Background: an optimization exercise with open tools, aiming at small area, a short achievable clock period and few clock cycles. Do not read the settings as production practice. The RTL was checked by simulation tests, not by an equivalence proof against the original design. Power and IR drop assume default switching activity.

==> job 4377: inputs <==
==> flow/design.v (excerpt) <==
module filter (
	input wire clk,
	input wire rst_n,
	input wire fc_valid,
	input wire [7:0] working_pixel,
	input signed [7:0] fc,
	input wire start,
	output reg [7:0] out_pixel,
	output reg out_valid,
	output wire [15:0] addr,
	output wire wen,
	output wire en,
	output wire [7:0] d
);
Settings: LEC_CHECK=0, ABC_CLOCK_PERIOD_IN_PS=3000, CAP_MARGIN=20, CORE_MARGIN=2, CORE_UTILIZATION=70, PLACE_DENSITY=0.8, SLEW_MARGIN=20, SYNTH_HIERARCHICAL=1, SYNTH_MINIMUM_KEEP_SIZE=0; clock period 10.0 ns.
standard.sh (not shown) runs the stock make flow with config.mk's settings and CLKGATE_MAP_FILE= SYNTH_SCRIPT=/design/flow/synth_recipe.tcl, a recipe that flattens the netlist after the stock synthesis.
==> flow/flow/run.sh <==
#!/bin/bash
# The standard layout (standard.sh), with timing repair asked to leave 6.9 ns of
# setup slack at the design's clock period, and larger clock-tree clusters.
set -euo pipefail
bash standard.sh SETUP_SLACK_MARGIN=6.9 \
  "CTS_ARGS=-sink_clustering_enable -repair_clock_nets -sink_clustering_size 25 -sink_clustering_max_diameter 100 -sink_buffer_max_cap_derate 1.0 -buf_list sky130_fd_sc_hd__clkbuf_16" \
  finish > flow_make.log 2>&1
==> job 4103 (differences from job 4377) <==
--- a/flow/config.mk
+++ b/flow/config.mk
@@ -8,8 +8,8 @@
 export ABC_CLOCK_PERIOD_IN_PS = 3000
 export CAP_MARGIN = 20
 export CORE_MARGIN = 2
-export CORE_UTILIZATION = 70
-export PLACE_DENSITY = 0.8
+export CORE_UTILIZATION = 60
+export PLACE_DENSITY = 0.7
 export SLEW_MARGIN = 20
 export SYNTH_HIERARCHICAL = 1
 export SYNTH_MINIMUM_KEEP_SIZE = 0
==> job 3022 (differences from job 4377) <==
==> flow/flow/run.sh (replaced) <==
#!/bin/bash
# The standard layout (standard.sh), with timing repair asked to leave 6.95 ns of
# setup slack at the design's clock period, and larger clock-tree clusters.
set -euo pipefail
bash standard.sh SETUP_SLACK_MARGIN=6.95 \
  "CTS_ARGS=-sink_clustering_enable -repair_clock_nets -sink_clustering_size 25 -sink_clustering_max_diameter 100 -sink_buffer_max_cap_derate 1.0 -buf_list sky130_fd_sc_hd__clkbuf_16" \
  finish > flow_make.log 2>&1
--- a/flow/config.mk
+++ b/flow/config.mk
@@ -8,8 +8,8 @@
 export ABC_CLOCK_PERIOD_IN_PS = 3000
 export CAP_MARGIN = 20
 export CORE_MARGIN = 2
-export CORE_UTILIZATION = 70
-export PLACE_DENSITY = 0.8
+export CORE_UTILIZATION = 60
+export PLACE_DENSITY = 0.7
 export SLEW_MARGIN = 20
 export SYNTH_HIERARCHICAL = 1
 export SYNTH_MINIMUM_KEEP_SIZE = 0
==> run notes <==
                                                                                   job 4377                  job 4103                  job 3022
Outcome                                                             complete, no violations   complete, no violations   complete, no violations
RSZ-0062 raised after global routing                                                   true                     false                      true
R2R setup slack                                                                     6.97 ns                   6.95 ns                   6.99 ns
Post-placement worst setup slack                                                   5.418 ns                  5.842 ns                  5.859 ns
Cell row count                                                                           63                        68                        68
Number of antenna violations at the first check in global routing                         0                         0                         2
Final Cycle Share                                                                    30.76%                    30.64%                    30.16%
Aggregate routed wire length                                                       45.32 mm                  46.05 mm                  48.38 mm
Total routing usage reported by global routing                                       28.34%                    24.61%                    25.67%
Routed wire per std cell                                                           21.25 um                  20.97 um                  21.84 um
Endpoint of the lowest-slack register-to-register path                            as[1][11]                  as[1][7]                  as[4][7]
Proportion of power drawn by the clock network                                        15.1%                     15.0%                     14.9%
Max Clock Freq                                                                    325.1 MHz                 326.4 MHz                 331.5 MHz
Core Util, Final                                                                     76.25%                    65.35%                    66.69%
Vertical die dimension                                                             177.7 um                  191.6 um                  191.6 um
Slowest stage cell, crit path                                      sky130_fd_sc_hd__dfxtp_2  sky130_fd_sc_hd__dfxtp_1  sky130_fd_sc_hd__dfxtp_4
Routed length on met3                                                              3.045 mm                  2.412 mm                  3.842 mm
Testbench counts of job 4377, summed over its fixed seeds: cycles 1,981,686.
Testbench counts of job 4103, summed over its fixed seeds: cycles 1,981,686.
Testbench counts of job 3022, summed over its fixed seeds: cycles 1,981,686.


==> inputs of job 3970 <==
Starting RTL as in the previous note.
==> flow/config.mk <==
export PLATFORM = sky130hd
export DESIGN_NAME = filter
export DESIGN_NICKNAME = filter
export VERILOG_FILES = /design/flow/design.v
export SDC_FILE = /design/flow/constraint.sdc
export NUM_CORES = 4
export LEC_CHECK = 0
export ABC_CLOCK_PERIOD_IN_PS = 3000
export CAP_MARGIN = 20
export CORE_MARGIN = 2
export CORE_UTILIZATION = 60
export PLACE_DENSITY = 0.7
export SLEW_MARGIN = 20
export SYNTH_HIERARCHICAL = 1
export SYNTH_MINIMUM_KEEP_SIZE = 0
==> flow/constraint.sdc <==
create_clock -name core_clock -period 10.0 [get_ports {clk}]
set_input_delay 2.0000 -clock core_clock [delete_from_list [all_inputs] [get_ports {clk}]]
set_output_delay 2.0000 -clock core_clock [all_outputs]
set_load 0.01 [all_outputs]
==> flow/flow/run.sh <==
#!/bin/bash
# The standard layout (standard.sh), with timing repair asked to leave 7 ns of
# setup slack at the design's clock period, and larger clock-tree clusters.
set -euo pipefail
bash standard.sh SETUP_SLACK_MARGIN=7 \
  "CTS_ARGS=-sink_clustering_enable -repair_clock_nets -sink_clustering_size 25 -sink_clustering_max_diameter 100 -sink_buffer_max_cap_derate 1.0 -buf_list sky130_fd_sc_hd__clkbuf_16" \
  finish > flow_make.log 2>&1
==> job 9381 (differences from job 3970) <==
==> flow/flow/run.sh (replaced) <==
#!/bin/bash
# The standard layout (standard.sh), with timing repair asked to leave 6.9 ns of
# setup slack at the design's clock period, and larger clock-tree clusters.
set -euo pipefail
bash standard.sh SETUP_SLACK_MARGIN=6.9 \
  "CTS_ARGS=-sink_clustering_enable -repair_clock_nets -sink_clustering_size 25 -sink_clustering_max_diameter 100 -sink_buffer_max_cap_derate 1.0 -buf_list sky130_fd_sc_hd__clkbuf_16" \
  finish > flow_make.log 2>&1
Settings changed: CORE_UTILIZATION 60 to 50, PLACE_DENSITY 0.7 to 0.6.
==> job 7252 (differences from job 3970) <==
==> flow/flow/run.sh (replaced) <==
#!/bin/bash
# The standard layout (standard.sh), with timing repair asked to leave 6.6 ns of
# setup slack at the design's clock period, and larger clock-tree clusters.
set -euo pipefail
bash standard.sh SETUP_SLACK_MARGIN=6.6 \
  "CTS_ARGS=-sink_clustering_enable -repair_clock_nets -sink_clustering_size 25 -sink_clustering_max_diameter 100 -sink_buffer_max_cap_derate 1.0 -buf_list sky130_fd_sc_hd__clkbuf_16" \
  finish > flow_make.log 2>&1
==> run notes <==
                                                                       job 9381                 job 7252                 job 3970
Final non-filler cell area                                         22,880 sq um             22,200 sq um             23,270 sq um
Register-to-register path setup slack                                   6.99 ns                  6.71 ns                  6.99 ns
Highest cell delay on the worst timing path                             0.32 ns                  0.60 ns                  0.53 ns
Cell area reported after detailed placement                        21,680 sq um             21,590 sq um             21,590 sq um
R2r endpoint                                                           as[4][7]                 as[3][7]                as[2][11]
Leakage Power                                                          9.101 nW                 8.929 nW                 9.295 nW
Number of CTS-inserted buffers                                               20                       19                       19
Share of power burned in the clock network                                16.0%                    15.2%                    14.9%
Initial core utilization                                                 50.47%                   61.00%                   61.00%
Inst Count DP                                                             2,223                    2,141                    2,141
Fraction of area in registers                                            34.08%                   34.79%                   33.58%
Length of routed wiring on met1                                        21.96 mm                 19.77 mm                 21.97 mm
Outcome                                                 complete, no violations  complete, no violations  complete, no violations
Power in sequential cells                                               2.76 mW                  2.73 mW                  2.77 mW
Net load switching power                                               2.011 mW                 1.967 mW                 2.024 mW
Number of gates on the worst path with buffers counted                        1                        6                        7
CP startpoint                                                      out_pixel[5]                      sh2                   one[2]
Register cell area after layout                                      7799 sq um               7721 sq um               7816 sq um
Testbench counts of job 3970, summed over its fixed seeds: cycles 1,981,686.
Testbench counts of job 9381, summed over its fixed seeds: cycles 1,981,686.
Testbench counts of job 7252, summed over its fixed seeds: cycles 1,981,686.

-- static timing again, ports no longer ideal --
Ports are ideal in the flow. The routed layouts listed here were re-timed in OpenROAD.
Step 1: set_driving_cell puts a clkbuf_16 on clk and a buf_2 on each other input, an assumption about the parent block.
Step 2 times the ports against the registers' clock, not the clock port: input delays grow and output delays shrink by t, the midpoint of the rising clock arrivals with the driver on.
Slacks: no drivers / after step 1 / after step 2; pairs: no drivers / after step 1.
run	t, ns	slack for setup (ns)	latest minus earliest clock arrival (ns)	cell pins on the clock port's net
job 4377	0.572	6.924 / 6.874 / 6.431	0.027 / 0.027	1
job 4103	0.577	6.936 / 6.885 / 6.446	0.016 / 0.017	1
job 3022	0.585	6.984 / 6.929 / 6.453	0.020 / 0.021	1
job 3970	0.577	6.993 / 6.950 / 6.483	0.027 / 0.027	1
job 9381	0.593	6.934 / 6.880 / 6.462	0.029 / 0.029	1
job 7252	0.577	6.706 / 6.706 / 6.176	0.019 / 0.019	1
After both steps every run listed still meets setup and hold. For job 3022, which loses most, drivers alone change the setup slack by -0.055 ns; drivers and shift together by -0.531 ns.
